From an optimization exercise on the open Yosys and OpenROAD flow, aimed at small area and a short achievable clock period; shortcuts taken in it are not production practice. At most, simulation tests tie the RTL to the original design; equivalence was not proved. Only the layout flow was run in run 2; the RTL was not checked for function there. Power and IR drop assume default switching activity.

==> flow/design.v <==
module mac_16bit(out_rounded,md,mr,clk,rst);
output reg [26:0] out_rounded;
input [15:0] md,mr;
input clk,rst;
reg [15:0] MD;
reg [7:0] ONE, TWO, NEG;         
reg [84:0] P;                  
reg [39:0] A;                    
reg [5:0] CB;                 
reg [8:0] k;       
reg clr;           
reg z1;            
reg r1, z2;        
wire zero = !rst | clr;
wire [16:0] mrx = {mr, 1'b0};
wire [7:0] one_n, two_n, neg_n;
genvar g;
generate for (g = 0; g < 8; g = g + 1) begin : enc
  assign one_n[g] = mrx[2*g+1] ^ mrx[2*g];
  assign two_n[g] = (mrx[2*g+2] & ~mrx[2*g+1] & ~mrx[2*g]) | (~mrx[2*g+2] & mrx[2*g+1] & mrx[2*g]);
  assign neg_n[g] = mrx[2*g+2] & ~(mrx[2*g+1] & mrx[2*g]);
end endgenerate
wire [16:0] pp0 = (({17{ONE[0]}} & {MD[15], MD}) | ({17{TWO[0]}} & {MD, 1'b0})) ^ {17{NEG[0]}};
wire ns0 = ~pp0[16];
wire [16:0] pp1 = (({17{ONE[1]}} & {MD[15], MD}) | ({17{TWO[1]}} & {MD, 1'b0})) ^ {17{NEG[1]}};
wire ns1 = ~pp1[16];
wire [16:0] pp2 = (({17{ONE[2]}} & {MD[15], MD}) | ({17{TWO[2]}} & {MD, 1'b0})) ^ {17{NEG[2]}};
wire ns2 = ~pp2[16];
wire [16:0] pp3 = (({17{ONE[3]}} & {MD[15], MD}) | ({17{TWO[3]}} & {MD, 1'b0})) ^ {17{NEG[3]}};
wire ns3 = ~pp3[16];
wire [16:0] pp4 = (({17{ONE[4]}} & {MD[15], MD}) | ({17{TWO[4]}} & {MD, 1'b0})) ^ {17{NEG[4]}};
wire ns4 = ~pp4[16];
wire [16:0] pp5 = (({17{ONE[5]}} & {MD[15], MD}) | ({17{TWO[5]}} & {MD, 1'b0})) ^ {17{NEG[5]}};
wire ns5 = ~pp5[16];
wire [16:0] pp6 = (({17{ONE[6]}} & {MD[15], MD}) | ({17{TWO[6]}} & {MD, 1'b0})) ^ {17{NEG[6]}};
wire ns6 = ~pp6[16];
wire [16:0] pp7 = (({17{ONE[7]}} & {MD[15], MD}) | ({17{TWO[7]}} & {MD, 1'b0})) ^ {17{NEG[7]}};
wire ns7 = ~pp7[16];
wire as1, ac2; assign {ac2, as1} = {1'b0, pp0[10]} + {1'b0, pp1[8]};
wire as3, ac4; assign {ac4, as3} = {1'b0, pp0[11]} + {1'b0, pp1[9]};
wire as5, ac6; assign {ac6, as5} = {1'b0, pp0[12]} + {1'b0, pp1[10]} + {1'b0, pp2[8]};
wire as7, ac8; assign {ac8, as7} = {1'b0, pp3[6]} + {1'b0, pp4[4]};
wire as9, ac10; assign {ac10, as9} = {1'b0, pp0[13]} + {1'b0, pp1[11]} + {1'b0, pp2[9]};
wire as11, ac12; assign {ac12, as11} = {1'b0, pp3[7]} + {1'b0, pp4[5]};
wire as13, ac14; assign {ac14, as13} = {1'b0, pp0[14]} + {1'b0, pp1[12]} + {1'b0, pp2[10]};
wire as15, ac16; assign {ac16, as15} = {1'b0, pp3[8]} + {1'b0, pp4[6]} + {1'b0, pp5[4]};
wire as17, ac18; assign {ac18, as17} = {1'b0, pp6[2]} + {1'b0, pp7[0]};
wire as19, ac20; assign {ac20, as19} = {1'b0, pp0[15]} + {1'b0, pp1[13]} + {1'b0, pp2[11]};
wire as21, ac22; assign {ac22, as21} = {1'b0, pp3[9]} + {1'b0, pp4[7]} + {1'b0, pp5[5]};
wire as23, ac24; assign {ac24, as23} = {1'b0, pp6[3]} + {1'b0, pp7[1]};
wire as25 = ~(ns0 ^ pp1[14]); wire ac26 = ns0 | pp1[14];
wire as27, ac28; assign {ac28, as27} = {1'b0, pp2[12]} + {1'b0, pp3[10]} + {1'b0, pp4[8]};
wire as29, ac30; assign {ac30, as29} = {1'b0, pp5[6]} + {1'b0, pp6[4]} + {1'b0, pp7[2]};
wire as31 = ~(pp1[15] ^ pp2[13]); wire ac32 = pp1[15] | pp2[13];
wire as33, ac34; assign {ac34, as33} = {1'b0, pp3[11]} + {1'b0, pp4[9]} + {1'b0, pp5[7]};
wire as35, ac36; assign {ac36, as35} = {1'b0, pp6[5]} + {1'b0, pp7[3]};
wire as37, ac38; assign {ac38, as37} = {1'b0, ns1} + {1'b0, pp2[14]} + {1'b0, pp3[12]};
wire as39, ac40; assign {ac40, as39} = {1'b0, pp4[10]} + {1'b0, pp5[8]} + {1'b0, pp6[6]};
wire as41 = ~(pp2[15] ^ pp3[13]); wire ac42 = pp2[15] | pp3[13];
wire as43, ac44; assign {ac44, as43} = {1'b0, pp4[11]} + {1'b0, pp5[9]};
wire as45, ac46; assign {ac46, as45} = {1'b0, ns2} + {1'b0, pp3[14]} + {1'b0, pp4[12]};
wire as47 = ~pp3[15];
wire as48, ac49; assign {ac49, as48} = {1'b0, pp0[6]} + {1'b0, pp1[4]};
wire as50, ac51; assign {ac51, as50} = {1'b0, pp0[7]} + {1'b0, pp1[5]};
wire as52, ac53; assign {ac53, as52} = {1'b0, pp0[8]} + {1'b0, pp1[6]} + {1'b0, pp2[4]};
wire as54, ac55; assign {ac55, as54} = {1'b0, pp3[2]} + {1'b0, pp4[0]};
wire as56, ac57; assign {ac57, as56} = {1'b0, pp0[9]} + {1'b0, pp1[7]} + {1'b0, pp2[5]};
wire as58, ac59; assign {ac59, as58} = {1'b0, pp3[3]} + {1'b0, pp4[1]};
wire as60, ac61; assign {ac61, as60} = {1'b0, as1} + {1'b0, pp2[6]} + {1'b0, pp3[4]};
wire as62, ac63; assign {ac63, as62} = {1'b0, pp4[2]} + {1'b0, pp5[0]} + {1'b0, NEG[5]};
wire as64, ac65; assign {ac65, as64} = {1'b0, as3} + {1'b0, pp2[7]} + {1'b0, pp3[5]};
wire as66, ac67; assign {ac67, as66} = {1'b0, pp4[3]} + {1'b0, pp5[1]} + {1'b0, ac2};
wire as68, ac69; assign {ac69, as68} = {1'b0, as5} + {1'b0, as7} + {1'b0, pp5[2]};
wire as70, ac71; assign {ac71, as70} = {1'b0, pp6[0]} + {1'b0, NEG[6]} + {1'b0, ac4};
wire as72, ac73; assign {ac73, as72} = {1'b0, as9} + {1'b0, as11} + {1'b0, pp5[3]};
wire as74, ac75; assign {ac75, as74} = {1'b0, pp6[1]} + {1'b0, ac6} + {1'b0, ac8};
wire as76, ac77; assign {ac77, as76} = {1'b0, as13} + {1'b0, as15} + {1'b0, as17};
wire as78, ac79; assign {ac79, as78} = {1'b0, NEG[7]} + {1'b0, ac10} + {1'b0, ac12};
wire as80, ac81; assign {ac81, as80} = {1'b0, as19} + {1'b0, as21} + {1'b0, as23};
wire as82, ac83; assign {ac83, as82} = {1'b0, ac14} + {1'b0, ac16} + {1'b0, ac18};
wire as84, ac85; assign {ac85, as84} = {1'b0, as25} + {1'b0, as27} + {1'b0, as29};
wire as86, ac87; assign {ac87, as86} = {1'b0, ac20} + {1'b0, ac22} + {1'b0, ac24};
wire as88, ac89; assign {ac89, as88} = {1'b0, as31} + {1'b0, as33} + {1'b0, as35};
wire as90, ac91; assign {ac91, as90} = {1'b0, ac26} + {1'b0, ac28} + {1'b0, ac30};
wire as92, ac93; assign {ac93, as92} = {1'b0, as37} + {1'b0, as39} + {1'b0, pp7[4]};
wire as94, ac95; assign {ac95, as94} = {1'b0, ac32} + {1'b0, ac34} + {1'b0, ac36};
wire as96, ac97; assign {ac97, as96} = {1'b0, as41} + {1'b0, as43} + {1'b0, pp6[7]};
wire as98, ac99; assign {ac99, as98} = {1'b0, pp7[5]} + {1'b0, ac38} + {1'b0, ac40};
wire as100, ac101; assign {ac101, as100} = {1'b0, as45} + {1'b0, pp5[10]} + {1'b0, pp6[8]};
wire as102, ac103; assign {ac103, as102} = {1'b0, pp7[6]} + {1'b0, ac42} + {1'b0, ac44};
wire as104, ac105; assign {ac105, as104} = {1'b0, as47} + {1'b0, pp4[13]} + {1'b0, pp5[11]};
wire as106, ac107; assign {ac107, as106} = {1'b0, pp6[9]} + {1'b0, pp7[7]} + {1'b0, ac46};
wire as108, ac109; assign {ac109, as108} = {1'b0, ns3} + {1'b0, pp4[14]} + {1'b0, pp5[12]};
wire as110, ac111; assign {ac111, as110} = {1'b0, pp6[10]} + {1'b0, pp7[8]} + {1'b0, pp3[15]};
wire as112 = ~(pp4[15] ^ pp5[13]); wire ac113 = pp4[15] | pp5[13];
wire as114, ac115; assign {ac115, as114} = {1'b0, pp6[11]} + {1'b0, pp7[9]};
wire as116, ac117; assign {ac117, as116} = {1'b0, ns4} + {1'b0, pp5[14]} + {1'b0, pp6[12]};
wire as118 = ~pp5[15];
wire as119, ac120; assign {ac120, as119} = {1'b0, pp0[4]} + {1'b0, pp1[2]};
wire as121, ac122; assign {ac122, as121} = {1'b0, pp0[5]} + {1'b0, pp1[3]};
wire as123, ac124; assign {ac124, as123} = {1'b0, as48} + {1'b0, pp2[2]} + {1'b0, pp3[0]};
wire as125, ac126; assign {ac126, as125} = {1'b0, as50} + {1'b0, pp2[3]} + {1'b0, pp3[1]};
wire as127, ac128; assign {ac128, as127} = {1'b0, as52} + {1'b0, as54} + {1'b0, NEG[4]};
wire as129, ac130; assign {ac130, as129} = {1'b0, as56} + {1'b0, as58} + {1'b0, ac53};
wire as131, ac132; assign {ac132, as131} = {1'b0, as60} + {1'b0, as62} + {1'b0, ac57};
wire as133, ac134; assign {ac134, as133} = {1'b0, as64} + {1'b0, as66} + {1'b0, ac61};
wire as135, ac136; assign {ac136, as135} = {1'b0, as68} + {1'b0, as70} + {1'b0, ac65};
wire as137, ac138; assign {ac138, as137} = {1'b0, as72} + {1'b0, as74} + {1'b0, ac69};
wire as139, ac140; assign {ac140, as139} = {1'b0, as76} + {1'b0, as78} + {1'b0, ac73};
wire as141, ac142; assign {ac142, as141} = {1'b0, as80} + {1'b0, as82} + {1'b0, ac77};
wire as143, ac144; assign {ac144, as143} = {1'b0, as84} + {1'b0, as86} + {1'b0, ac81};
wire as145, ac146; assign {ac146, as145} = {1'b0, as88} + {1'b0, as90} + {1'b0, ac85};
wire as147, ac148; assign {ac148, as147} = {1'b0, as92} + {1'b0, as94} + {1'b0, ac89};
wire as149, ac150; assign {ac150, as149} = {1'b0, as96} + {1'b0, as98} + {1'b0, ac93};
wire as151, ac152; assign {ac152, as151} = {1'b0, as100} + {1'b0, as102} + {1'b0, ac97};
wire as153, ac154; assign {ac154, as153} = {1'b0, as104} + {1'b0, as106} + {1'b0, ac101};
wire as155, ac156; assign {ac156, as155} = {1'b0, as108} + {1'b0, as110} + {1'b0, ac105};
wire as157, ac158; assign {ac158, as157} = {1'b0, as112} + {1'b0, as114} + {1'b0, ac109};
wire as159, ac160; assign {ac160, as159} = {1'b0, as116} + {1'b0, pp7[10]} + {1'b0, ac113};
wire as161, ac162; assign {ac162, as161} = {1'b0, as118} + {1'b0, pp6[13]} + {1'b0, pp7[11]};
wire as163, ac164; assign {ac164, as163} = {1'b0, ns5} + {1'b0, pp6[14]} + {1'b0, pp7[12]};
wire as165 = ~pp6[15];
wire [84:0] pnext;
assign pnext[0] = pp0[0];
assign pnext[1] = NEG[0];
assign pnext[2] = pp0[1];
assign pnext[3] = pp0[2];
assign pnext[4] = pp1[0];
assign pnext[5] = NEG[1];
assign pnext[6] = pp0[3];
assign pnext[7] = pp1[1];
assign pnext[8] = as119;
assign pnext[9] = pp2[0];
assign pnext[10] = NEG[2];
assign pnext[11] = as121;
assign pnext[12] = pp2[1];
assign pnext[13] = ac120;
assign pnext[14] = as123;
assign pnext[15] = NEG[3];
assign pnext[16] = ac122;
assign pnext[17] = as125;
assign pnext[18] = ac49;
assign pnext[19] = ac124;
assign pnext[20] = as127;
assign pnext[21] = ac51;
assign pnext[22] = ac126;
assign pnext[23] = as129;
assign pnext[24] = ac55;
assign pnext[25] = ac128;
assign pnext[26] = as131;
assign pnext[27] = ac59;
assign pnext[28] = ac130;
assign pnext[29] = as133;
assign pnext[30] = ac63;
assign pnext[31] = ac132;
assign pnext[32] = as135;
assign pnext[33] = ac67;
assign pnext[34] = ac134;
assign pnext[35] = as137;
assign pnext[36] = ac71;
assign pnext[37] = ac136;
assign pnext[38] = as139;
assign pnext[39] = ac75;
assign pnext[40] = ac138;
assign pnext[41] = as141;
assign pnext[42] = ac79;
assign pnext[43] = ac140;
assign pnext[44] = as143;
assign pnext[45] = ac83;
assign pnext[46] = ac142;
assign pnext[47] = as145;
assign pnext[48] = ac87;
assign pnext[49] = ac144;
assign pnext[50] = as147;
assign pnext[51] = ac91;
assign pnext[52] = ac146;
assign pnext[53] = as149;
assign pnext[54] = ac95;
assign pnext[55] = ac148;
assign pnext[56] = as151;
assign pnext[57] = ac99;
assign pnext[58] = ac150;
assign pnext[59] = as153;
assign pnext[60] = ac103;
assign pnext[61] = ac152;
assign pnext[62] = as155;
assign pnext[63] = ac107;
assign pnext[64] = ac154;
assign pnext[65] = as157;
assign pnext[66] = ac111;
assign pnext[67] = ac156;
assign pnext[68] = as159;
assign pnext[69] = ac115;
assign pnext[70] = ac158;
assign pnext[71] = as161;
assign pnext[72] = ac117;
assign pnext[73] = ac160;
assign pnext[74] = as163;
assign pnext[75] = pp5[15];
assign pnext[76] = ac162;
assign pnext[77] = as165;
assign pnext[78] = pp7[13];
assign pnext[79] = ac164;
assign pnext[80] = ns6;
assign pnext[81] = pp7[14];
assign pnext[82] = pp6[15];
assign pnext[83] = pp7[15];
assign pnext[84] = ns7;
wire bs166, bc167; assign {bc167, bs166} = {1'b0, P[3]} + {1'b0, P[4]};
wire bs168, bc169; assign {bc169, bs168} = {1'b0, P[6]} + {1'b0, P[7]};
wire [1:0] bt172 = {1'b0, ~P[8]} + {1'b0, ~P[9]} + {1'b0, ~P[10]}; wire bs170 = ~bt172[0]; wire bc171 = ~bt172[1];
wire [1:0] bt175 = {1'b0, ~P[11]} + {1'b0, ~P[12]} + {1'b0, ~P[13]}; wire bs173 = ~bt175[0]; wire bc174 = ~bt175[1];
wire [1:0] bt178 = {1'b0, ~P[14]} + {1'b0, ~P[15]} + {1'b0, ~P[16]}; wire bs176 = ~bt178[0]; wire bc177 = ~bt178[1];
wire [1:0] bt181 = {1'b0, ~P[17]} + {1'b0, ~P[18]} + {1'b0, ~P[19]}; wire bs179 = ~bt181[0]; wire bc180 = ~bt181[1];
wire [1:0] bt184 = {1'b0, ~P[20]} + {1'b0, ~P[21]} + {1'b0, ~P[22]}; wire bs182 = ~bt184[0]; wire bc183 = ~bt184[1];
wire [1:0] bt187 = {1'b0, ~P[23]} + {1'b0, ~P[24]} + {1'b0, ~P[25]}; wire bs185 = ~bt187[0]; wire bc186 = ~bt187[1];
wire [1:0] bt190 = {1'b0, ~P[26]} + {1'b0, ~P[27]} + {1'b0, ~P[28]}; wire bs188 = ~bt190[0]; wire bc189 = ~bt190[1];
wire [1:0] bt193 = {1'b0, ~P[29]} + {1'b0, ~P[30]} + {1'b0, ~P[31]}; wire bs191 = ~bt193[0]; wire bc192 = ~bt193[1];
wire [1:0] bt196 = {1'b0, ~P[32]} + {1'b0, ~P[33]} + {1'b0, ~P[34]}; wire bs194 = ~bt196[0]; wire bc195 = ~bt196[1];
wire [1:0] bt199 = {1'b0, ~P[35]} + {1'b0, ~P[36]} + {1'b0, ~P[37]}; wire bs197 = ~bt199[0]; wire bc198 = ~bt199[1];
wire [1:0] bt202 = {1'b0, ~P[38]} + {1'b0, ~P[39]} + {1'b0, ~P[40]}; wire bs200 = ~bt202[0]; wire bc201 = ~bt202[1];
wire [1:0] bt205 = {1'b0, ~P[41]} + {1'b0, ~P[42]} + {1'b0, ~P[43]}; wire bs203 = ~bt205[0]; wire bc204 = ~bt205[1];
wire [1:0] bt208 = {1'b0, ~P[44]} + {1'b0, ~P[45]} + {1'b0, ~P[46]}; wire bs206 = ~bt208[0]; wire bc207 = ~bt208[1];
wire [1:0] bt211 = {1'b0, ~P[47]} + {1'b0, ~P[48]} + {1'b0, ~P[49]}; wire bs209 = ~bt211[0]; wire bc210 = ~bt211[1];
wire [1:0] bt214 = {1'b0, ~P[50]} + {1'b0, ~P[51]} + {1'b0, ~P[52]}; wire bs212 = ~bt214[0]; wire bc213 = ~bt214[1];
wire [1:0] bt217 = {1'b0, ~P[53]} + {1'b0, ~P[54]} + {1'b0, ~P[55]}; wire bs215 = ~bt217[0]; wire bc216 = ~bt217[1];
wire [1:0] bt220 = {1'b0, ~P[56]} + {1'b0, ~P[57]} + {1'b0, ~P[58]}; wire bs218 = ~bt220[0]; wire bc219 = ~bt220[1];
wire [1:0] bt223 = {1'b0, ~P[59]} + {1'b0, ~P[60]} + {1'b0, ~P[61]}; wire bs221 = ~bt223[0]; wire bc222 = ~bt223[1];
wire [1:0] bt226 = {1'b0, ~P[62]} + {1'b0, ~P[63]} + {1'b0, ~P[64]}; wire bs224 = ~bt226[0]; wire bc225 = ~bt226[1];
wire [1:0] bt229 = {1'b0, ~P[65]} + {1'b0, ~P[66]} + {1'b0, ~P[67]}; wire bs227 = ~bt229[0]; wire bc228 = ~bt229[1];
wire [1:0] bt232 = {1'b0, ~P[68]} + {1'b0, ~P[69]} + {1'b0, ~P[70]}; wire bs230 = ~bt232[0]; wire bc231 = ~bt232[1];
wire [1:0] bt235 = {1'b0, ~P[71]} + {1'b0, ~P[72]} + {1'b0, ~P[73]}; wire bs233 = ~bt235[0]; wire bc234 = ~bt235[1];
wire [1:0] bt238 = {1'b0, ~P[74]} + {1'b0, ~P[75]} + {1'b0, ~P[76]}; wire bs236 = ~bt238[0]; wire bc237 = ~bt238[1];
wire [1:0] bt241 = {1'b0, ~P[77]} + {1'b0, ~P[78]} + {1'b0, ~P[79]}; wire bs239 = ~bt241[0]; wire bc240 = ~bt241[1];
wire [1:0] bt244 = {1'b0, ~P[80]} + {1'b0, ~P[81]} + {1'b0, ~P[82]}; wire bs242 = ~bt244[0]; wire bc243 = ~bt244[1];
wire bs245 = ~P[83];
wire bs246, bc247; assign {bc247, bs246} = {1'b0, P[0]} + {1'b0, P[1]};
wire bs248, bc249; assign {bc249, bs248} = {1'b0, P[2]} + {1'b0, A[1]};
wire [1:0] bt252 = {1'b0, ~bs166} + {1'b0, ~P[5]} + {1'b0, ~A[2]}; wire bs250 = ~bt252[0]; wire bc251 = ~bt252[1];
wire [1:0] bt255 = {1'b0, ~bs168} + {1'b0, ~A[3]} + {1'b0, ~bc167}; wire bs253 = ~bt255[0]; wire bc254 = ~bt255[1];
wire [1:0] bt258 = {1'b0, ~bs170} + {1'b0, ~A[4]} + {1'b0, ~bc169}; wire bs256 = ~bt258[0]; wire bc257 = ~bt258[1];
wire [1:0] bt261 = {1'b0, ~bs173} + {1'b0, ~A[5]} + {1'b0, ~bc171}; wire bs259 = ~bt261[0]; wire bc260 = ~bt261[1];
wire [1:0] bt264 = {1'b0, ~bs176} + {1'b0, ~A[6]} + {1'b0, ~bc174}; wire bs262 = ~bt264[0]; wire bc263 = ~bt264[1];
wire [1:0] bt267 = {1'b0, ~bs179} + {1'b0, ~A[7]} + {1'b0, ~bc177}; wire bs265 = ~bt267[0]; wire bc266 = ~bt267[1];
wire [1:0] bt270 = {1'b0, ~bs182} + {1'b0, ~A[8]} + {1'b0, ~bc180}; wire bs268 = ~bt270[0]; wire bc269 = ~bt270[1];
wire [1:0] bt273 = {1'b0, ~bs185} + {1'b0, ~A[9]} + {1'b0, ~bc183}; wire bs271 = ~bt273[0]; wire bc272 = ~bt273[1];
wire [1:0] bt276 = {1'b0, ~bs188} + {1'b0, ~A[10]} + {1'b0, ~bc186}; wire bs274 = ~bt276[0]; wire bc275 = ~bt276[1];
wire [1:0] bt279 = {1'b0, ~bs191} + {1'b0, ~A[11]} + {1'b0, ~bc189}; wire bs277 = ~bt279[0]; wire bc278 = ~bt279[1];
wire [1:0] bt282 = {1'b0, ~bs194} + {1'b0, ~A[12]} + {1'b0, ~bc192}; wire bs280 = ~bt282[0]; wire bc281 = ~bt282[1];
wire [1:0] bt285 = {1'b0, ~bs197} + {1'b0, ~A[13]} + {1'b0, ~bc195}; wire bs283 = ~bt285[0]; wire bc284 = ~bt285[1];
wire [1:0] bt288 = {1'b0, ~bs200} + {1'b0, ~A[14]} + {1'b0, ~bc198}; wire bs286 = ~bt288[0]; wire bc287 = ~bt288[1];
wire [1:0] bt291 = {1'b0, ~bs203} + {1'b0, ~A[15]} + {1'b0, ~bc201}; wire bs289 = ~bt291[0]; wire bc290 = ~bt291[1];
wire [1:0] bt294 = {1'b0, ~bs206} + {1'b0, ~A[16]} + {1'b0, ~bc204}; wire bs292 = ~bt294[0]; wire bc293 = ~bt294[1];
wire [1:0] bt297 = {1'b0, ~bs209} + {1'b0, ~A[17]} + {1'b0, ~bc207}; wire bs295 = ~bt297[0]; wire bc296 = ~bt297[1];
wire [1:0] bt300 = {1'b0, ~bs212} + {1'b0, ~A[18]} + {1'b0, ~bc210}; wire bs298 = ~bt300[0]; wire bc299 = ~bt300[1];
wire [1:0] bt303 = {1'b0, ~bs215} + {1'b0, ~A[19]} + {1'b0, ~bc213}; wire bs301 = ~bt303[0]; wire bc302 = ~bt303[1];
wire [1:0] bt306 = {1'b0, ~bs218} + {1'b0, ~A[20]} + {1'b0, ~bc216}; wire bs304 = ~bt306[0]; wire bc305 = ~bt306[1];
wire [1:0] bt309 = {1'b0, ~bs221} + {1'b0, ~A[21]} + {1'b0, ~bc219}; wire bs307 = ~bt309[0]; wire bc308 = ~bt309[1];
wire [1:0] bt312 = {1'b0, ~bs224} + {1'b0, ~A[22]} + {1'b0, ~bc222}; wire bs310 = ~bt312[0]; wire bc311 = ~bt312[1];
wire [1:0] bt315 = {1'b0, ~bs227} + {1'b0, ~A[23]} + {1'b0, ~bc225}; wire bs313 = ~bt315[0]; wire bc314 = ~bt315[1];
wire [1:0] bt318 = {1'b0, ~bs230} + {1'b0, ~A[24]} + {1'b0, ~bc228}; wire bs316 = ~bt318[0]; wire bc317 = ~bt318[1];
wire [1:0] bt321 = {1'b0, ~bs233} + {1'b0, ~A[25]} + {1'b0, ~bc231}; wire bs319 = ~bt321[0]; wire bc320 = ~bt321[1];
wire [1:0] bt324 = {1'b0, ~bs236} + {1'b0, ~A[26]} + {1'b0, ~bc234}; wire bs322 = ~bt324[0]; wire bc323 = ~bt324[1];
wire [1:0] bt327 = {1'b0, ~bs239} + {1'b0, ~A[27]} + {1'b0, ~bc237}; wire bs325 = ~bt327[0]; wire bc326 = ~bt327[1];
wire [1:0] bt330 = {1'b0, ~bs242} + {1'b0, ~A[28]} + {1'b0, ~bc240}; wire bs328 = ~bt330[0]; wire bc329 = ~bt330[1];
wire [1:0] bt333 = {1'b0, ~bs245} + {1'b0, ~A[29]} + {1'b0, ~bc243}; wire bs331 = ~bt333[0]; wire bc332 = ~bt333[1];
wire [1:0] bt336 = {1'b0, ~P[84]} + {1'b0, ~A[30]} + {1'b0, ~P[83]}; wire bs334 = ~bt336[0]; wire bc335 = ~bt336[1];
wire bs337 = ~A[31];
wire [7:0] yhi = 8'd0 + {7'd0, A[31]} - 8'd1;
wire k0_g338, k0_p344; assign {k0_g338, k0_p344} = {1'b0, bs246} + {1'b0, A[0]};
wire k0_g339, k0_p345; assign {k0_g339, k0_p345} = {1'b0, bs248} + {1'b0, bc247};
wire k0_g340, k0_p346; assign {k0_g340, k0_p346} = {1'b0, bs250} + {1'b0, bc249};
wire k0_g341, k0_p347; assign {k0_g341, k0_p347} = {1'b0, bs253} + {1'b0, bc251};
wire k0_g342, k0_p348; assign {k0_g342, k0_p348} = {1'b0, bs256} + {1'b0, bc254};
wire k0_g343, k0_p349; assign {k0_g343, k0_p349} = {1'b0, bs259} + {1'b0, bc257};
wire k0_G350 = k0_g339 | (k0_p345 & k0_g338);
wire k0_P351 = k0_p345 & k0_p344;
wire k0_G352 = k0_g340 | (k0_p346 & k0_g339);
wire k0_P353 = k0_p346 & k0_p345;
wire k0_G354 = k0_g341 | (k0_p347 & k0_g340);
wire k0_P355 = k0_p347 & k0_p346;
wire k0_G356 = k0_g342 | (k0_p348 & k0_g341);
wire k0_P357 = k0_p348 & k0_p347;
wire k0_G358 = k0_g343 | (k0_p349 & k0_g342);
wire k0_P359 = k0_p349 & k0_p348;
wire k0_G360 = k0_G352 | (k0_P353 & k0_g338);
wire k0_P361 = k0_P353 & k0_p344;
wire k0_G362 = k0_G354 | (k0_P355 & k0_G350);
wire k0_P363 = k0_P355 & k0_P351;
wire k0_G364 = k0_G356 | (k0_P357 & k0_G352);
wire k0_P365 = k0_P357 & k0_P353;
wire k0_G366 = k0_G358 | (k0_P359 & k0_G354);
wire k0_P367 = k0_P359 & k0_P355;
wire k0_G368 = k0_G364 | (k0_P365 & k0_g338);
wire k0_P369 = k0_P365 & k0_p344;
wire k0_G370 = k0_G366 | (k0_P367 & k0_G350);
wire k0_P371 = k0_P367 & k0_P351;
wire k0_s372 = k0_p344;
wire k0_s373 = k0_p345 ^ k0_g338;
wire k0_s374 = k0_p346 ^ k0_G350;
wire k0_s375 = k0_p347 ^ k0_G360;
wire k0_s376 = k0_p348 ^ k0_G362;
wire k0_s377 = k0_p349 ^ k0_G368;
wire k1_g378, k1_p384; assign {k1_g378, k1_p384} = {1'b0, bs262} + {1'b0, bc260};
wire k1_g379, k1_p385; assign {k1_g379, k1_p385} = {1'b0, bs265} + {1'b0, bc263};
wire k1_g380, k1_p386; assign {k1_g380, k1_p386} = {1'b0, bs268} + {1'b0, bc266};
wire k1_g381, k1_p387; assign {k1_g381, k1_p387} = {1'b0, bs271} + {1'b0, bc269};
wire k1_g382, k1_p388; assign {k1_g382, k1_p388} = {1'b0, bs274} + {1'b0, bc272};
wire k1_g383, k1_p389; assign {k1_g383, k1_p389} = {1'b0, bs277} + {1'b0, bc275};
wire k1_G390 = k1_g379 | (k1_p385 & k1_g378);
wire k1_P391 = k1_p385 & k1_p384;
wire k1_G392 = k1_g380 | (k1_p386 & k1_g379);
wire k1_P393 = k1_p386 & k1_p385;
wire k1_G394 = k1_g381 | (k1_p387 & k1_g380);
wire k1_P395 = k1_p387 & k1_p386;
wire k1_G396 = k1_g382 | (k1_p388 & k1_g381);
wire k1_P397 = k1_p388 & k1_p387;
wire k1_G398 = k1_g383 | (k1_p389 & k1_g382);
wire k1_P399 = k1_p389 & k1_p388;
wire k1_G400 = k1_G392 | (k1_P393 & k1_g378);
wire k1_P401 = k1_P393 & k1_p384;
wire k1_G402 = k1_G394 | (k1_P395 & k1_G390);
wire k1_P403 = k1_P395 & k1_P391;
wire k1_G404 = k1_G396 | (k1_P397 & k1_G392);
wire k1_P405 = k1_P397 & k1_P393;
wire k1_G406 = k1_G398 | (k1_P399 & k1_G394);
wire k1_P407 = k1_P399 & k1_P395;
wire k1_G408 = k1_G404 | (k1_P405 & k1_g378);
wire k1_P409 = k1_P405 & k1_p384;
wire k1_G410 = k1_G406 | (k1_P407 & k1_G390);
wire k1_P411 = k1_P407 & k1_P391;
wire k1_s412 = k1_p384 ^ CB[0];
wire k1_c413 = k1_g378 | (k1_p384 & CB[0]);
wire k1_s414 = k1_p385 ^ k1_c413;
wire k1_c415 = k1_G390 | (k1_P391 & CB[0]);
wire k1_s416 = k1_p386 ^ k1_c415;
wire k1_c417 = k1_G400 | (k1_P401 & CB[0]);
wire k1_s418 = k1_p387 ^ k1_c417;
wire k1_c419 = k1_G402 | (k1_P403 & CB[0]);
wire k1_s420 = k1_p388 ^ k1_c419;
wire k1_c421 = k1_G408 | (k1_P409 & CB[0]);
wire k1_s422 = k1_p389 ^ k1_c421;
wire k1_co423 = k1_G410 | (k1_P411 & CB[0]);
wire k2_g424, k2_p430; assign {k2_g424, k2_p430} = {1'b0, bs280} + {1'b0, bc278};
wire k2_g425, k2_p431; assign {k2_g425, k2_p431} = {1'b0, bs283} + {1'b0, bc281};
wire k2_g426, k2_p432; assign {k2_g426, k2_p432} = {1'b0, bs286} + {1'b0, bc284};
wire k2_g427, k2_p433; assign {k2_g427, k2_p433} = {1'b0, bs289} + {1'b0, bc287};
wire k2_g428, k2_p434; assign {k2_g428, k2_p434} = {1'b0, bs292} + {1'b0, bc290};
wire k2_g429, k2_p435; assign {k2_g429, k2_p435} = {1'b0, bs295} + {1'b0, bc293};
wire k2_G436 = k2_g425 | (k2_p431 & k2_g424);
wire k2_P437 = k2_p431 & k2_p430;
wire k2_G438 = k2_g426 | (k2_p432 & k2_g425);
wire k2_P439 = k2_p432 & k2_p431;
wire k2_G440 = k2_g427 | (k2_p433 & k2_g426);
wire k2_P441 = k2_p433 & k2_p432;
wire k2_G442 = k2_g428 | (k2_p434 & k2_g427);
wire k2_P443 = k2_p434 & k2_p433;
wire k2_G444 = k2_g429 | (k2_p435 & k2_g428);
wire k2_P445 = k2_p435 & k2_p434;
wire k2_G446 = k2_G438 | (k2_P439 & k2_g424);
wire k2_P447 = k2_P439 & k2_p430;
wire k2_G448 = k2_G440 | (k2_P441 & k2_G436);
wire k2_P449 = k2_P441 & k2_P437;
wire k2_G450 = k2_G442 | (k2_P443 & k2_G438);
wire k2_P451 = k2_P443 & k2_P439;
wire k2_G452 = k2_G444 | (k2_P445 & k2_G440);
wire k2_P453 = k2_P445 & k2_P441;
wire k2_G454 = k2_G450 | (k2_P451 & k2_g424);
wire k2_P455 = k2_P451 & k2_p430;
wire k2_G456 = k2_G452 | (k2_P453 & k2_G436);
wire k2_P457 = k2_P453 & k2_P437;
wire k2_s458 = k2_p430 ^ CB[1];
wire k2_c459 = k2_g424 | (k2_p430 & CB[1]);
wire k2_s460 = k2_p431 ^ k2_c459;
wire k2_c461 = k2_G436 | (k2_P437 & CB[1]);
wire k2_s462 = k2_p432 ^ k2_c461;
wire k2_c463 = k2_G446 | (k2_P447 & CB[1]);
wire k2_s464 = k2_p433 ^ k2_c463;
wire k2_c465 = k2_G448 | (k2_P449 & CB[1]);
wire k2_s466 = k2_p434 ^ k2_c465;
wire k2_c467 = k2_G454 | (k2_P455 & CB[1]);
wire k2_s468 = k2_p435 ^ k2_c467;
wire k2_co469 = k2_G456 | (k2_P457 & CB[1]);
wire k3_g470, k3_p476; assign {k3_g470, k3_p476} = {1'b0, bs298} + {1'b0, bc296};
wire k3_g471, k3_p477; assign {k3_g471, k3_p477} = {1'b0, bs301} + {1'b0, bc299};
wire k3_g472, k3_p478; assign {k3_g472, k3_p478} = {1'b0, bs304} + {1'b0, bc302};
wire k3_g473, k3_p479; assign {k3_g473, k3_p479} = {1'b0, bs307} + {1'b0, bc305};
wire k3_g474, k3_p480; assign {k3_g474, k3_p480} = {1'b0, bs310} + {1'b0, bc308};
wire k3_g475, k3_p481; assign {k3_g475, k3_p481} = {1'b0, bs313} + {1'b0, bc311};
wire k3_G482 = k3_g471 | (k3_p477 & k3_g470);
wire k3_P483 = k3_p477 & k3_p476;
wire k3_G484 = k3_g472 | (k3_p478 & k3_g471);
wire k3_P485 = k3_p478 & k3_p477;
wire k3_G486 = k3_g473 | (k3_p479 & k3_g472);
wire k3_P487 = k3_p479 & k3_p478;
wire k3_G488 = k3_g474 | (k3_p480 & k3_g473);
wire k3_P489 = k3_p480 & k3_p479;
wire k3_G490 = k3_g475 | (k3_p481 & k3_g474);
wire k3_P491 = k3_p481 & k3_p480;
wire k3_G492 = k3_G484 | (k3_P485 & k3_g470);
wire k3_P493 = k3_P485 & k3_p476;
wire k3_G494 = k3_G486 | (k3_P487 & k3_G482);
wire k3_P495 = k3_P487 & k3_P483;
wire k3_G496 = k3_G488 | (k3_P489 & k3_G484);
wire k3_P497 = k3_P489 & k3_P485;
wire k3_G498 = k3_G490 | (k3_P491 & k3_G486);
wire k3_P499 = k3_P491 & k3_P487;
wire k3_G500 = k3_G496 | (k3_P497 & k3_g470);
wire k3_P501 = k3_P497 & k3_p476;
wire k3_G502 = k3_G498 | (k3_P499 & k3_G482);
wire k3_P503 = k3_P499 & k3_P483;
wire k3_s504 = k3_p476 ^ CB[2];
wire k3_c505 = k3_g470 | (k3_p476 & CB[2]);
wire k3_s506 = k3_p477 ^ k3_c505;
wire k3_c507 = k3_G482 | (k3_P483 & CB[2]);
wire k3_s508 = k3_p478 ^ k3_c507;
wire k3_c509 = k3_G492 | (k3_P493 & CB[2]);
wire k3_s510 = k3_p479 ^ k3_c509;
wire k3_c511 = k3_G494 | (k3_P495 & CB[2]);
wire k3_s512 = k3_p480 ^ k3_c511;
wire k3_c513 = k3_G500 | (k3_P501 & CB[2]);
wire k3_s514 = k3_p481 ^ k3_c513;
wire k3_co515 = k3_G502 | (k3_P503 & CB[2]);
wire k4_g516, k4_p522; assign {k4_g516, k4_p522} = {1'b0, bs316} + {1'b0, bc314};
wire k4_g517, k4_p523; assign {k4_g517, k4_p523} = {1'b0, bs319} + {1'b0, bc317};
wire k4_g518, k4_p524; assign {k4_g518, k4_p524} = {1'b0, bs322} + {1'b0, bc320};
wire k4_g519, k4_p525; assign {k4_g519, k4_p525} = {1'b0, bs325} + {1'b0, bc323};
wire k4_g520, k4_p526; assign {k4_g520, k4_p526} = {1'b0, bs328} + {1'b0, bc326};
wire k4_g521, k4_p527; assign {k4_g521, k4_p527} = {1'b0, bs331} + {1'b0, bc329};
wire k4_G528 = k4_g517 | (k4_p523 & k4_g516);
wire k4_P529 = k4_p523 & k4_p522;
wire k4_G530 = k4_g518 | (k4_p524 & k4_g517);
wire k4_P531 = k4_p524 & k4_p523;
wire k4_G532 = k4_g519 | (k4_p525 & k4_g518);
wire k4_P533 = k4_p525 & k4_p524;
wire k4_G534 = k4_g520 | (k4_p526 & k4_g519);
wire k4_P535 = k4_p526 & k4_p525;
wire k4_G536 = k4_g521 | (k4_p527 & k4_g520);
wire k4_P537 = k4_p527 & k4_p526;
wire k4_G538 = k4_G530 | (k4_P531 & k4_g516);
wire k4_P539 = k4_P531 & k4_p522;
wire k4_G540 = k4_G532 | (k4_P533 & k4_G528);
wire k4_P541 = k4_P533 & k4_P529;
wire k4_G542 = k4_G534 | (k4_P535 & k4_G530);
wire k4_P543 = k4_P535 & k4_P531;
wire k4_G544 = k4_G536 | (k4_P537 & k4_G532);
wire k4_P545 = k4_P537 & k4_P533;
wire k4_G546 = k4_G542 | (k4_P543 & k4_g516);
wire k4_P547 = k4_P543 & k4_p522;
wire k4_G548 = k4_G544 | (k4_P545 & k4_G528);
wire k4_P549 = k4_P545 & k4_P529;
wire k4_s550 = k4_p522 ^ CB[3];
wire k4_c551 = k4_g516 | (k4_p522 & CB[3]);
wire k4_s552 = k4_p523 ^ k4_c551;
wire k4_c553 = k4_G528 | (k4_P529 & CB[3]);
wire k4_s554 = k4_p524 ^ k4_c553;
wire k4_c555 = k4_G538 | (k4_P539 & CB[3]);
wire k4_s556 = k4_p525 ^ k4_c555;
wire k4_c557 = k4_G540 | (k4_P541 & CB[3]);
wire k4_s558 = k4_p526 ^ k4_c557;
wire k4_c559 = k4_G546 | (k4_P547 & CB[3]);
wire k4_s560 = k4_p527 ^ k4_c559;
wire k4_co561 = k4_G548 | (k4_P549 & CB[3]);
wire k5_g562, k5_p568; assign {k5_g562, k5_p568} = {1'b0, bs334} + {1'b0, bc332};
wire k5_g563, k5_p569; assign {k5_g563, k5_p569} = {1'b0, bs337} + {1'b0, bc335};
wire k5_g564, k5_p570; assign {k5_g564, k5_p570} = {1'b0, A[32]} + {1'b0, yhi[0]};
wire k5_g565, k5_p571; assign {k5_g565, k5_p571} = {1'b0, A[33]} + {1'b0, yhi[1]};
wire k5_g566, k5_p572; assign {k5_g566, k5_p572} = {1'b0, A[34]} + {1'b0, yhi[2]};
wire k5_g567, k5_p573; assign {k5_g567, k5_p573} = {1'b0, A[35]} + {1'b0, yhi[3]};
wire k5_G574 = k5_g563 | (k5_p569 & k5_g562);
wire k5_P575 = k5_p569 & k5_p568;
wire k5_G576 = k5_g564 | (k5_p570 & k5_g563);
wire k5_P577 = k5_p570 & k5_p569;
wire k5_G578 = k5_g565 | (k5_p571 & k5_g564);
wire k5_P579 = k5_p571 & k5_p570;
wire k5_G580 = k5_g566 | (k5_p572 & k5_g565);
wire k5_P581 = k5_p572 & k5_p571;
wire k5_G582 = k5_g567 | (k5_p573 & k5_g566);
wire k5_P583 = k5_p573 & k5_p572;
wire k5_G584 = k5_G576 | (k5_P577 & k5_g562);
wire k5_P585 = k5_P577 & k5_p568;
wire k5_G586 = k5_G578 | (k5_P579 & k5_G574);
wire k5_P587 = k5_P579 & k5_P575;
wire k5_G588 = k5_G580 | (k5_P581 & k5_G576);
wire k5_P589 = k5_P581 & k5_P577;
wire k5_G590 = k5_G582 | (k5_P583 & k5_G578);
wire k5_P591 = k5_P583 & k5_P579;
wire k5_G592 = k5_G588 | (k5_P589 & k5_g562);
wire k5_P593 = k5_P589 & k5_p568;
wire k5_G594 = k5_G590 | (k5_P591 & k5_G574);
wire k5_P595 = k5_P591 & k5_P575;
wire k5_s596 = k5_p568 ^ CB[4];
wire k5_c597 = k5_g562 | (k5_p568 & CB[4]);
wire k5_s598 = k5_p569 ^ k5_c597;
wire k5_c599 = k5_G574 | (k5_P575 & CB[4]);
wire k5_s600 = k5_p570 ^ k5_c599;
wire k5_c601 = k5_G584 | (k5_P585 & CB[4]);
wire k5_s602 = k5_p571 ^ k5_c601;
wire k5_c603 = k5_G586 | (k5_P587 & CB[4]);
wire k5_s604 = k5_p572 ^ k5_c603;
wire k5_c605 = k5_G592 | (k5_P593 & CB[4]);
wire k5_s606 = k5_p573 ^ k5_c605;
wire k5_co607 = k5_G594 | (k5_P595 & CB[4]);
wire k6_g608, k6_p612; assign {k6_g608, k6_p612} = {1'b0, A[36]} + {1'b0, yhi[4]};
wire k6_g609, k6_p613; assign {k6_g609, k6_p613} = {1'b0, A[37]} + {1'b0, yhi[5]};
wire k6_g610, k6_p614; assign {k6_g610, k6_p614} = {1'b0, A[38]} + {1'b0, yhi[6]};
wire k6_g611, k6_p615; assign {k6_g611, k6_p615} = {1'b0, A[39]} + {1'b0, yhi[7]};
wire k6_G616 = k6_g609 | (k6_p613 & k6_g608);
wire k6_P617 = k6_p613 & k6_p612;
wire k6_G618 = k6_g610 | (k6_p614 & k6_g609);
wire k6_P619 = k6_p614 & k6_p613;
wire k6_G620 = k6_g611 | (k6_p615 & k6_g610);
wire k6_P621 = k6_p615 & k6_p614;
wire k6_G622 = k6_G618 | (k6_P619 & k6_g608);
wire k6_P623 = k6_P619 & k6_p612;
wire k6_G624 = k6_G620 | (k6_P621 & k6_G616);
wire k6_P625 = k6_P621 & k6_P617;
wire k6_s626 = k6_p612 ^ CB[5];
wire k6_c627 = k6_g608 | (k6_p612 & CB[5]);
wire k6_s628 = k6_p613 ^ k6_c627;
wire k6_c629 = k6_G616 | (k6_P617 & CB[5]);
wire k6_s630 = k6_p614 ^ k6_c629;
wire k6_c631 = k6_G622 | (k6_P623 & CB[5]);
wire k6_s632 = k6_p615 ^ k6_c631;
wire k6_co633 = k6_G624 | (k6_P625 & CB[5]);
wire [39:0] sum = {k6_s632, k6_s630, k6_s628, k6_s626, k5_s606, k5_s604, k5_s602, k5_s600, k5_s598, k5_s596, k4_s560, k4_s558, k4_s556, k4_s554, k4_s552, k4_s550, k3_s514, k3_s512, k3_s510, k3_s508, k3_s506, k3_s504, k2_s468, k2_s466, k2_s464, k2_s462, k2_s460, k2_s458, k1_s422, k1_s420, k1_s418, k1_s416, k1_s414, k1_s412, k0_s377, k0_s376, k0_s375, k0_s374, k0_s373, k0_s372};
wire [5:0] cbnext = {k5_co607, k4_co561, k3_co515, k2_co469, k1_co423, k0_G370};
wire [13:0] L = {1'b0, A[12:0]} + {7'd0, CB[0], 6'd0} + {1'd0, CB[1], 12'd0};
wire c13 = L[13];
wire up = L[12] & ((A[13] ^ c13) | (|L[11:0]));
wire rg634, rp661; assign {rg634, rp661} = {1'b0, A[13]} + {1'b0, c13};
wire rg635 = 1'b0; wire rp662 = A[14];
wire rg636 = 1'b0; wire rp663 = A[15];
wire rg637 = 1'b0; wire rp664 = A[16];
wire rg638 = 1'b0; wire rp665 = A[17];
wire rg639, rp666; assign {rg639, rp666} = {1'b0, A[18]} + {1'b0, CB[2]};
wire rg640 = 1'b0; wire rp667 = A[19];
wire rg641 = 1'b0; wire rp668 = A[20];
wire rg642 = 1'b0; wire rp669 = A[21];
wire rg643 = 1'b0; wire rp670 = A[22];
wire rg644 = 1'b0; wire rp671 = A[23];
wire rg645, rp672; assign {rg645, rp672} = {1'b0, A[24]} + {1'b0, CB[3]};
wire rg646 = 1'b0; wire rp673 = A[25];
wire rg647 = 1'b0; wire rp674 = A[26];
wire rg648 = 1'b0; wire rp675 = A[27];
wire rg649 = 1'b0; wire rp676 = A[28];
wire rg650 = 1'b0; wire rp677 = A[29];
wire rg651, rp678; assign {rg651, rp678} = {1'b0, A[30]} + {1'b0, CB[4]};
wire rg652 = 1'b0; wire rp679 = A[31];
wire rg653 = 1'b0; wire rp680 = A[32];
wire rg654 = 1'b0; wire rp681 = A[33];
wire rg655 = 1'b0; wire rp682 = A[34];
wire rg656 = 1'b0; wire rp683 = A[35];
wire rg657, rp684; assign {rg657, rp684} = {1'b0, A[36]} + {1'b0, CB[5]};
wire rg658 = 1'b0; wire rp685 = A[37];
wire rg659 = 1'b0; wire rp686 = A[38];
wire rg660 = 1'b0; wire rp687 = A[39];
wire rG688 = rg635 | (rp662 & rg634);
wire rP689 = rp662 & rp661;
wire rG690 = rg637 | (rp664 & rg636);
wire rP691 = rp664 & rp663;
wire rG692 = rg639 | (rp666 & rg638);
wire rP693 = rp666 & rp665;
wire rG694 = rg641 | (rp668 & rg640);
wire rP695 = rp668 & rp667;
wire rG696 = rg643 | (rp670 & rg642);
wire rP697 = rp670 & rp669;
wire rG698 = rg645 | (rp672 & rg644);
wire rP699 = rp672 & rp671;
wire rG700 = rg647 | (rp674 & rg646);
wire rP701 = rp674 & rp673;
wire rG702 = rg649 | (rp676 & rg648);
wire rP703 = rp676 & rp675;
wire rG704 = rg651 | (rp678 & rg650);
wire rP705 = rp678 & rp677;
wire rG706 = rg653 | (rp680 & rg652);
wire rP707 = rp680 & rp679;
wire rG708 = rg655 | (rp682 & rg654);
wire rP709 = rp682 & rp681;
wire rG710 = rg657 | (rp684 & rg656);
wire rP711 = rp684 & rp683;
wire rG712 = rg659 | (rp686 & rg658);
wire rP713 = rp686 & rp685;
wire rG714 = rg636 | (rp663 & rG688);
wire rP715 = rp663 & rP689;
wire rG716 = rG690 | (rP691 & rG688);
wire rP717 = rP691 & rP689;
wire rG718 = rg640 | (rp667 & rG692);
wire rP719 = rp667 & rP693;
wire rG720 = rG694 | (rP695 & rG692);
wire rP721 = rP695 & rP693;
wire rG722 = rg644 | (rp671 & rG696);
wire rP723 = rp671 & rP697;
wire rG724 = rG698 | (rP699 & rG696);
wire rP725 = rP699 & rP697;
wire rG726 = rg648 | (rp675 & rG700);
wire rP727 = rp675 & rP701;
wire rG728 = rG702 | (rP703 & rG700);
wire rP729 = rP703 & rP701;
wire rG730 = rg652 | (rp679 & rG704);
wire rP731 = rp679 & rP705;
wire rG732 = rG706 | (rP707 & rG704);
wire rP733 = rP707 & rP705;
wire rG734 = rg656 | (rp683 & rG708);
wire rP735 = rp683 & rP709;
wire rG736 = rG710 | (rP711 & rG708);
wire rP737 = rP711 & rP709;
wire rG738 = rg660 | (rp687 & rG712);
wire rP739 = rp687 & rP713;
wire rG740 = rg638 | (rp665 & rG716);
wire rP741 = rp665 & rP717;
wire rG742 = rG692 | (rP693 & rG716);
wire rP743 = rP693 & rP717;
wire rG744 = rG718 | (rP719 & rG716);
wire rP745 = rP719 & rP717;
wire rG746 = rG720 | (rP721 & rG716);
wire rP747 = rP721 & rP717;
wire rG748 = rg646 | (rp673 & rG724);
wire rP749 = rp673 & rP725;
wire rG750 = rG700 | (rP701 & rG724);
wire rP751 = rP701 & rP725;
wire rG752 = rG726 | (rP727 & rG724);
wire rP753 = rP727 & rP725;
wire rG754 = rG728 | (rP729 & rG724);
wire rP755 = rP729 & rP725;
wire rG756 = rg654 | (rp681 & rG732);
wire rP757 = rp681 & rP733;
wire rG758 = rG708 | (rP709 & rG732);
wire rP759 = rP709 & rP733;
wire rG760 = rG734 | (rP735 & rG732);
wire rP761 = rP735 & rP733;
wire rG762 = rG736 | (rP737 & rG732);
wire rP763 = rP737 & rP733;
wire rG764 = rg642 | (rp669 & rG746);
wire rP765 = rp669 & rP747;
wire rG766 = rG696 | (rP697 & rG746);
wire rP767 = rP697 & rP747;
wire rG768 = rG722 | (rP723 & rG746);
wire rP769 = rP723 & rP747;
wire rG770 = rG724 | (rP725 & rG746);
wire rP771 = rP725 & rP747;
wire rG772 = rG748 | (rP749 & rG746);
wire rP773 = rP749 & rP747;
wire rG774 = rG750 | (rP751 & rG746);
wire rP775 = rP751 & rP747;
wire rG776 = rG752 | (rP753 & rG746);
wire rP777 = rP753 & rP747;
wire rG778 = rG754 | (rP755 & rG746);
wire rP779 = rP755 & rP747;
wire rG780 = rg658 | (rp685 & rG762);
wire rP781 = rp685 & rP763;
wire rG782 = rG712 | (rP713 & rG762);
wire rP783 = rP713 & rP763;
wire rG784 = rG738 | (rP739 & rG762);
wire rP785 = rP739 & rP763;
wire rG786 = rg650 | (rp677 & rG778);
wire rP787 = rp677 & rP779;
wire rG788 = rG704 | (rP705 & rG778);
wire rP789 = rP705 & rP779;
wire rG790 = rG730 | (rP731 & rG778);
wire rP791 = rP731 & rP779;
wire rG792 = rG732 | (rP733 & rG778);
wire rP793 = rP733 & rP779;
wire rG794 = rG756 | (rP757 & rG778);
wire rP795 = rP757 & rP779;
wire rG796 = rG758 | (rP759 & rG778);
wire rP797 = rP759 & rP779;
wire rG798 = rG760 | (rP761 & rG778);
wire rP799 = rP761 & rP779;
wire rG800 = rG762 | (rP763 & rG778);
wire rP801 = rP763 & rP779;
wire rG802 = rG780 | (rP781 & rG778);
wire rP803 = rP781 & rP779;
wire rG804 = rG782 | (rP783 & rG778);
wire rP805 = rP783 & rP779;
wire rG806 = rG784 | (rP785 & rG778);
wire rP807 = rP785 & rP779;
wire rs808 = rp661 ^ up;
wire rc809 = rg634 | (rp661 & up);
wire rs810 = rp662 ^ rc809;
wire rc811 = rG688 | (rP689 & up);
wire rs812 = rp663 ^ rc811;
wire rc813 = rG714 | (rP715 & up);
wire rs814 = rp664 ^ rc813;
wire rc815 = rG716 | (rP717 & up);
wire rs816 = rp665 ^ rc815;
wire rc817 = rG740 | (rP741 & up);
wire rs818 = rp666 ^ rc817;
wire rc819 = rG742 | (rP743 & up);
wire rs820 = rp667 ^ rc819;
wire rc821 = rG744 | (rP745 & up);
wire rs822 = rp668 ^ rc821;
wire rc823 = rG746 | (rP747 & up);
wire rs824 = rp669 ^ rc823;
wire rc825 = rG764 | (rP765 & up);
wire rs826 = rp670 ^ rc825;
wire rc827 = rG766 | (rP767 & up);
wire rs828 = rp671 ^ rc827;
wire rc829 = rG768 | (rP769 & up);
wire rs830 = rp672 ^ rc829;
wire rc831 = rG770 | (rP771 & up);
wire rs832 = rp673 ^ rc831;
wire rc833 = rG772 | (rP773 & up);
wire rs834 = rp674 ^ rc833;
wire rc835 = rG774 | (rP775 & up);
wire rs836 = rp675 ^ rc835;
wire rc837 = rG776 | (rP777 & up);
wire rs838 = rp676 ^ rc837;
wire rc839 = rG778 | (rP779 & up);
wire rs840 = rp677 ^ rc839;
wire rc841 = rG786 | (rP787 & up);
wire rs842 = rp678 ^ rc841;
wire rc843 = rG788 | (rP789 & up);
wire rs844 = rp679 ^ rc843;
wire rc845 = rG790 | (rP791 & up);
wire rs846 = rp680 ^ rc845;
wire rc847 = rG792 | (rP793 & up);
wire rs848 = rp681 ^ rc847;
wire rc849 = rG794 | (rP795 & up);
wire rs850 = rp682 ^ rc849;
wire rc851 = rG796 | (rP797 & up);
wire rs852 = rp683 ^ rc851;
wire rc853 = rG798 | (rP799 & up);
wire rs854 = rp684 ^ rc853;
wire rc855 = rG800 | (rP801 & up);
wire rs856 = rp685 ^ rc855;
wire rc857 = rG802 | (rP803 & up);
wire rs858 = rp686 ^ rc857;
wire rc859 = rG804 | (rP805 & up);
wire rs860 = rp687 ^ rc859;
wire rco861 = rG806 | (rP807 & up);
wire [26:0] rnd = {rs860, rs858, rs856, rs854, rs852, rs850, rs848, rs846, rs844, rs842, rs840, rs838, rs836, rs834, rs832, rs830, rs828, rs826, rs824, rs822, rs820, rs818, rs816, rs814, rs812, rs810, rs808};
always @(posedge clk) begin
  MD <= md;
  ONE <= one_n;
  TWO <= two_n;
  NEG <= neg_n;
  P <= pnext;
  z1 <= zero;
  r1 <= !rst;
  z2 <= r1;
  if (z1 | z2) A <= 40'd0;
  else A <= sum;
  if (z1 | z2) CB <= 6'd0;
  else CB <= cbnext;
  out_rounded <= (zero | z1) ? 27'd0 : rnd;
  if (zero) k <= {8'd0, clr};
  else k <= k + 9'd1;
  clr <= rst & !clr & (k == 9'd258);
end
endmodule
==> flow/run.sh <==
#!/bin/bash
# synth_recipe.tcl (not shown) runs the flow's synth.tcl, then flattens the netlist and writes it again
# the make line also repeats each setting of config.mk as NAME=value (left out here)
make -C /OpenROAD-flow-scripts/flow DESIGN_CONFIG=/design/flow/config.mk WORK_HOME=/design/flow/orfs CLKGATE_MAP_FILE= SYNTH_SCRIPT=/design/flow/synth_recipe.tcl finish
==> flow/config.mk <==
export PLATFORM = sky130hd
export DESIGN_NAME = mac_16bit
export DESIGN_NICKNAME = mac_16bit
export VERILOG_FILES = /design/flow/design.v
export SDC_FILE = /design/flow/constraint.sdc
export NUM_CORES = 4
export LEC_CHECK = 0
export CAP_MARGIN = 20
export CORE_MARGIN = 2
export CORE_UTILIZATION = 60
export SETUP_SLACK_MARGIN = 4.25
export SLEW_MARGIN = 20
==> flow/constraint.sdc <==
create_clock -name core_clock -period 6.9 [get_ports {clk}]
set_input_delay 1.3800 -clock core_clock [delete_from_list [all_inputs] [get_ports {clk}]]
set_output_delay 1.3800 -clock core_clock [all_outputs]
set_load 0.01 [all_outputs]
==> summary.md, run 1 <==
| Metric | Value |
|---|---|
| Outcome | finished clean |
| CTS tree | built |
| GR Util All Layers | a little under a quarter |
| Clock buffer count from CTS | 24 |
| Flop pwr share | around 27% |
| Placed cell area | roughly 0.013 mm^2 |
| Leak | around 6.2 nW |
| Detail Route Antenna Nets | 0 |
| Pin count of the biggest net entering global routing | 43 |
| EDFF count, synth | 0 |
| Final Max Tran Viols | 0 |
| Die Wd | about 150 um |
| DRT iter0 DRCs | 450 |
| Total die area | 0.02224 mm^2 |
| Worst slew margin | about 48% |
| CP Class | flop to flop |
| Period utilisation layout | a little under two fifths |
| Post-route DRC | 0 |
| Worst path required time | between 7 and 8 ns |
| Critical path endpoint category | flop |
| Crit path DAT | 3.00 ns |
| Cell area after layout | ~0.014 mm^2 |
| DPL Wire Length | 18.02 mm |
| Final Hold Viols | 0 |
| Cells after Synth | roughly 1,200 |
| N_diodes | 0 |
| First-pass GRT wire length | roughly 42 mm |
| DR WL/cell | 17.03 um |
| Fin nets | 1,473 |
| Ys async rst share | 0% |
| NetSw | 0.002623 W |
| Synthesized Nets | 1,446 |
| Area contributors post-synth | dfxtp_1 (33%), fa_1 (19%), xnor2_1 (8.7%) |
| Crit Path Max Fanout | 3 |
| Starting Density | 60.70% |
| Largest area contributor in the synthesized netlist | dfxtp_1 |
| CTS root buffer | clkbuf_16 |
| Clk buf depth | 3 |
| I/O pins | slightly above 60 |
| IO buf count | 60 |
| Yosys cell types | 58 |
| M2 GR Usage | a little over a third |
| Max-cap violations | 0 |
| Seq cells post-synth | 211 |
| Initial DRT Pass Iterations | 5 |
| Setup violators final | 0 |
| Most common cell after layout, fill and taps aside | dfxtp_1 |
| Fraction of layout cells with a size suffix above 1 | a little under an eighth |
| Vias in the first global route | between 8,000 and 9,000 |
| WHS Path Cells | 0 |
| Clk sinks | between 200 and 250 |
| H-tree levels | 1 |
| Clock power share | between 10% and 20% |
| Post-CTS Hold Fix Bufs | 0 |
| R2R depth | 9 |
| Die height | 149.1 um |
| Worst-case vdd ir drop | around 240 uV |
| RSZ-0062 raised after global routing | yes |
| Pre-CTS setup slack | 3.456 ns |
| Met1 Resource Use GR | about 34% |
| Number of vias per cell | 5.477 |
| Worst-Margin Slew | roughly 0.8 ns |
| Clk latency of the worst-skew pair | around 0.52 ns |
| Core Rows | 53 |
| DR vias | around 8,400 |
| Global route hottest layer | met2 |
| Total routed wirelength | 26.02 mm |
| Setup crit start kind | flop |
| Yosys warnings | 1 |
| Skew final | a little over 0.02 ns |
| Combinational power share | a little over half |
| Synth-to-Final Area Change | 14.61% |
| Internal Power | about 0.0041 W |
| Pwr dens | approximately 460 mW/mm^2 |
| Worst-path clk slew | about 0.060 ns |
| Sum Neg Setup Slack | 0 ns |
| Cell Area, Synth | around 0.013 mm^2 |
| Final WS setup | ~4.3 ns |
| Sw frac | 39.16% |
| Total grt overflow | 0 |
| Area fraction of the dominant cell type after synthesis | around a third |
| Final GP Congestion | 0.8563 |
| Initial antenna violation count | 0 |
| Hold WC Path Type | flop to flop |
| Avg Inst Size Synth | 10.44 um^2 |
| GRT met3 Usage | 3.670% |
| Most frequent cells in the layout | dfxtp_1 (169), xnor2_1 (124), a22oi_1 (120), fa_1 (117), inv_1 (114) |
| Period minus WS final | 2.625 ns |
| Prevailing post-synth register cell | dfxtp_1 |
| Core ar. | about 0.021 mm^2 |
| Max Freq | ~380 MHz |
| Register area share after synthesis | approximately 33% |
==> power groups by stage <==
| stage | clock network [W] | registers (W) | logic, W |
|---|---|---|---|
| after detailed placement | 0 | 0.00182 | 0.00330 |
| after floorplan | 0 | 0.00172 | 0.00271 |
| after global placement | 0 | 0.00182 | 0.00319 |
| final | 0.00123 | 0.00180 | 0.00366 |
| after CTS | 0.00126 | 0.00181 | 0.00346 |
| after global routing | 0.00131 | 0.00184 | 0.00421 |
==> per-stage QoR <==
step | utilization (%) | total power (W) | instances | hold slack, ns
after floorplan | - | 0.004428 | 1210 | 0.3096
after global placement | 63.94 | 0.005009 | 1469 | 0.3154
after detailed placement | 63.94 | 0.005126 | 1469 | 0.3150
after global routing | 69.57 | 0.007363 | 1528 | 0.3441
final | 69.57 | 0.006698 | 1528 | 0.3262
after CTS | 68.41 | 0.006519 | 1519 | 0.3283
==> worst max-delay path, cell delays in order (launching register included) <==
cell	delay, ns
dfxtp_2	0.32
fa_1	0.56
fa_1	0.44
ha_1	0.29
a21o_1	0.18
a21o_1	0.20
a21oi_2	0.20
o21bai_1	0.11
xnor2_1	0.15
nor2_1	0.05
==> cell families (layout without fill, tap and decap cells) <==
family / after synthesis / after routing / synth area share (%)
xor gates and xnor gates: 186 / 186 / 12.89
AOI/OAI and AO/OA: 226 / 226 / 12.58
adders and majority gates: 202 / 202 / 27.24
muxes: 5 / 5 / 0.4554
and+or+nand+nor: 184 / 185 / 7.534
DFF: 211 / 211 / 33.42
buffers and inverters: 196 / 238 / 5.871
==> registers in the layout, summed over array words and instances, names as in the netlist <==
signal	cells
ONE	8
TWO	8
z1	1
A	40
z2	1
P	85
MD	16
out_rounded	27
CB	6
clr	1
NEG	8
k	9
r1	1
==> synthesized netlist by cell type (7+ instances only) <==
cell and count:
dfxtp_1 211, xnor2_1 126, fa_1 122, a22oi_1 120, inv_1 114, ha_1 80
clkbuf_1 73, nor2_1 69, xor2_1 60, o21ai_0 32, a21oi_1 29, nand2_1 28
nor3_1 17, a21o_1 13, nor2b_1 11, nand2b_1 8, nand3_1 8, nand3b_1 7
or3_1 7
==> layout make-up <==
class | instances | area [um^2]
Clock buffer | 37 | 710.7
Timing Repair Buffer | 82 | 735.7
Clock inverter | 5 | 60.06
Multi-Input combinational cell | 804 | 7880
Inverter | 114 | 427.9
Sequential cell | 211 | 4327
Fill cell | 1635 | 6337
Tap cell | 275 | 344.1
==> timing repair <==
item	in CTS	in global routing
resized for setup	84	50
buffers inserted	8	8
gates cloned	0	1
pin swaps	7	39
setup endpoints to repair	75	45
==> metal layers <==
layer | vias up | wire (um)
met5 | - | 0
met4 | 0 | 724
met3 | 58 | 1638
met2 | 273 | 11580
met1 | 3969 | 12070
li1 | 4069 | -
==> worst paths after layout <==
kind	startpoint	endpoint	slack [ns]
min	r1	z2	0.33
min reg2reg	r1	z2	0.33
max	P[32]	A[16]	4.28
max reg2reg	P[32]	A[16]	4.28
==> run 2: changes to the inputs <==
--- a/flow/design.v
+++ b/flow/design.v
@@ -5,3 +5,4 @@
 reg [15:0] MD;
-reg [7:0] ONE, TWO, NEG;         
+reg [15:0] MR;
+wire [7:0] ONE, TWO, NEG;        
 reg [84:0] P;                  
@@ -14,3 +15,3 @@
 wire zero = !rst | clr;
-wire [16:0] mrx = {mr, 1'b0};
+wire [16:0] mrx = {MR, 1'b0};
 wire [7:0] one_n, two_n, neg_n;
@@ -22,2 +23,3 @@
 end endgenerate
+assign ONE = one_n; assign TWO = two_n; assign NEG = neg_n;
 wire [16:0] pp0 = (({17{ONE[0]}} & {MD[15], MD}) | ({17{TWO[0]}} & {MD, 1'b0})) ^ {17{NEG[0]}};
@@ -734,5 +736,3 @@
   MD <= md;
-  ONE <= one_n;
-  TWO <= two_n;
-  NEG <= neg_n;
+  MR <= mr;
   P <= pnext;
--- a/flow/config.mk
+++ b/flow/config.mk
@@ -10,3 +10,3 @@
 export CORE_UTILIZATION = 60
-export SETUP_SLACK_MARGIN = 4.25
+export SETUP_SLACK_MARGIN = 4.15
 export SLEW_MARGIN = 20
==> run 2 against run 1 <==
Compared with the run above:
- critical path depth rose by 2
- maximum frequency fell by 7.6%
- via count rose by 4.7%
- utilization rose by 5.0 points
- final area rose by 4.4%
==> summary.md, run 2 <==
| Metric | Value |
|---|---|
| Clk buf depth | 3 (unchanged) |
| Register area share after synthesis | 32.61% (-0.81 points) |
| EDFF count, synth | 0 (unchanged) |
| R2r startpoint | MR[3] |
| DRT iter0 DRCs | 763 (+70%) |
| Detail Route Antenna Nets | 0 (unchanged) |
| Worst path required time | 7.30 ns (+0.03 ns) |
| DR vias | 8,759 (+4.7%) |
| Largest stage delay, worst path | 0.51 ns (-0.05 ns) |
| GR Util All Layers | 25.88% (+2.4 points) |
| Largest Register | P |
| HP Start | r1 |
| Simple-gate share of the synthesized area | 8.465% (+0.93 points) |
| Final Hold Viols | 0 (unchanged) |
| Crit-path most repeated cell | buf_4 |
| Total routed wirelength | 27.68 mm (+6.4%) |
| Sum Neg Setup Slack | 0 ns (unchanged) |
| H-tree levels | 1 (unchanged) |
| Final GP Congestion | 0.8843 (+3.3%) |
| Vias in the first global route | 8,891 (+7.5%) |
| Core ar. | 0.02030 mm^2 (-2.5%) |
| Post-CTS Hold Fix Bufs | 0 (unchanged) |
| Clock buffer count from CTS | 22 (-8.3%) |
| Crit Path Max Fanout | 8 (+5) |
| Commonest cells post-synth | dfxtp_1 (203), fa_1 (122), inv_1 (119), xnor2_1 (103), a22oi_1 (102) |
| CTS root buffer | clkbuf_16 |
| Area contributors post-synth | dfxtp_1 (33%), fa_1 (20%), ha_1 (8.0%) |
| Worst-Margin Slew | 0.8156 ns (+0.02937 ns) |
| Period utilisation layout | 41.15% (+3.1 points) |
| Prevailing post-synth register cell | dfxtp_1 |
| Main combinational cell family by area after synthesis | adder cells |
| Max-cap violations | 0 (unchanged) |
| Sequential Area | 0.004120 mm^2 (-4.8%) |
| Flop2flop setup slack | 4.06 ns (-0.21 ns) |
| DPL Wire Length | 19.01 mm (+5.5%) |
| Hold WC Path Type | flop to flop |
| Total grt overflow | 0 (unchanged) |
| Area fraction of the dominant cell type after synthesis | 32.61% (-0.81 points) |
| Biggest regs | P x85, A x40, out_rounded x27 |
| Setup violators final | 0 (unchanged) |
| Outcome | finished clean |
| CP Class | flop to flop |
| CTS tree | built |
| Xor and xnor area share after synthesis | 11.67% (-1.2 points) |
| First-pass GRT wire length | 45.29 mm (+8.4%) |
| Skew final | 0.01370 ns (-0.006896 ns) |
| Post-route DRC | 0 (unchanged) |
| Final Max Tran Viols | 0 (unchanged) |
| Cells after Synth | 1,222 (+0.99%) |
| Post-Synth Adder-Cell Area | 27.63% (+0.39 points) |
| Crit path DAT | 3.24 ns (+0.24 ns) |
| Final WS setup | 4.060 ns (-0.2148 ns) |
| Post-synthesis mux area share | 1.125% (+0.67 points) |
| Fraction of layout cells with a size suffix above 1 | 16.56% (+4.8 points) |
| Period minus WS final | 2.840 ns (+0.2148 ns) |
| Filler cells | 1,436 (-12%) |
| Core Rows | 52 (-1.9%) |
| Ys async rst share | 0% (unchanged) |
| Most common cell after layout, fill and taps aside | dfxtp_1 |
| Clk sinks | 203 (-3.8%) |
| DR WL/cell | 17.52 um (+2.9%) |
| Pin count of the biggest net entering global routing | 43 (unchanged) |
| I/O pins | 61 (unchanged) |
| Initial DRT Pass Iterations | 5 (unchanged) |
| Max Freq | 352.2 MHz (-7.6%) |
| Starting Density | 61.38% (+0.69 points) |
| Top-count cell post-synth | dfxtp_1 |
| Worst-path clk slew | 0.06 ns (about the same) |
| Yosys warnings | 1 (unchanged) |
| Setup crit start kind | flop |
| Avg Inst Size Synth | 10.20 um^2 (-2.4%) |
## run 2: area by class of cell
class,count,area share [%]
Timing Repair Buffer,121,8.262
Sequential cell,203,27.23
Clock buffer,29,4.218
Clock inverter,10,1.059
Inverter,120,3.043
Multi-Input combinational cell,827,53.95
Tap cell,270,2.233
## run 2: cells by family after synthesis
| logic type | after synthesis |
|---|---|
| flops | 203 |
| xor+xnor | 166 |
| compound gates | 230 |
| simple gates | 215 |
| buf+inv | 192 |
| fa+ha+maj | 202 |
| mux | 14 |
## run 2: report_power, final
part	total [W]	switching (W)	internal [W]
registers	0.00170	0.000222	0.00148
logic	0.00367	0.00187	0.00179
clock network	0.00128	0.000479	0.000800
## run 2: worst max-delay path by stage
stage,from,to,slack [ns]
finish,MR[3],P[26],4.06
detailed placement,rst,out_rounded[25],3.43
global route,MR[3],P[50],4.00
CTS,MR[7],P[50],4.11
floorplan,MR[1],P[35],4.14
global placement,rst,out_rounded[25],3.46
## run 2: worst max-delay path, delay by kind of cell, from the launching register on
kind	cells	cell delay, ns
AO/OA/AOI/OAI	2	0.24
XOR/XNOR	1	0.16
adder cells (fa/ha/maj)	3	1.23
buffers and inverters	4	0.53
flip-flops	1	0.37
AND/OR/NAND/NOR	1	0.21
## run 2: per-stage QoR
stage	power, W	hold slack [ns]	std cells	instance area [um^2]	util [%]
after global placement	0.004912	0.3154	1487	13330	65.65
after floorplan	0.004330	0.3096	1222	12780	-
final	0.006643	0.3240	1580	15130	74.53
after global routing	0.007310	0.3319	1580	15130	74.53
after detailed placement	0.005049	0.3196	1487	13330	65.65
after CTS	0.006471	0.3263	1561	14730	72.58
## run 2: timing repair
action	CTS	global route
buffers inserted	34	19
resized for setup	78	77
setup endpoints to repair	53	66
cloned	1	0
hold endpoints to repair	0	0
pin swaps	20	50
## run 2: metal layers
layer | vias to the layer above | routed length [um] | global-route usage (%)
li1 | 4190 | - | -
met1 | 4190 | 12670 | 36.17
met2 | 320 | 12380 | 40.67
met3 | 59 | 1752 | 4.448
met4 | 0 | 873 | 9.905
met5 | - | 0 | 0
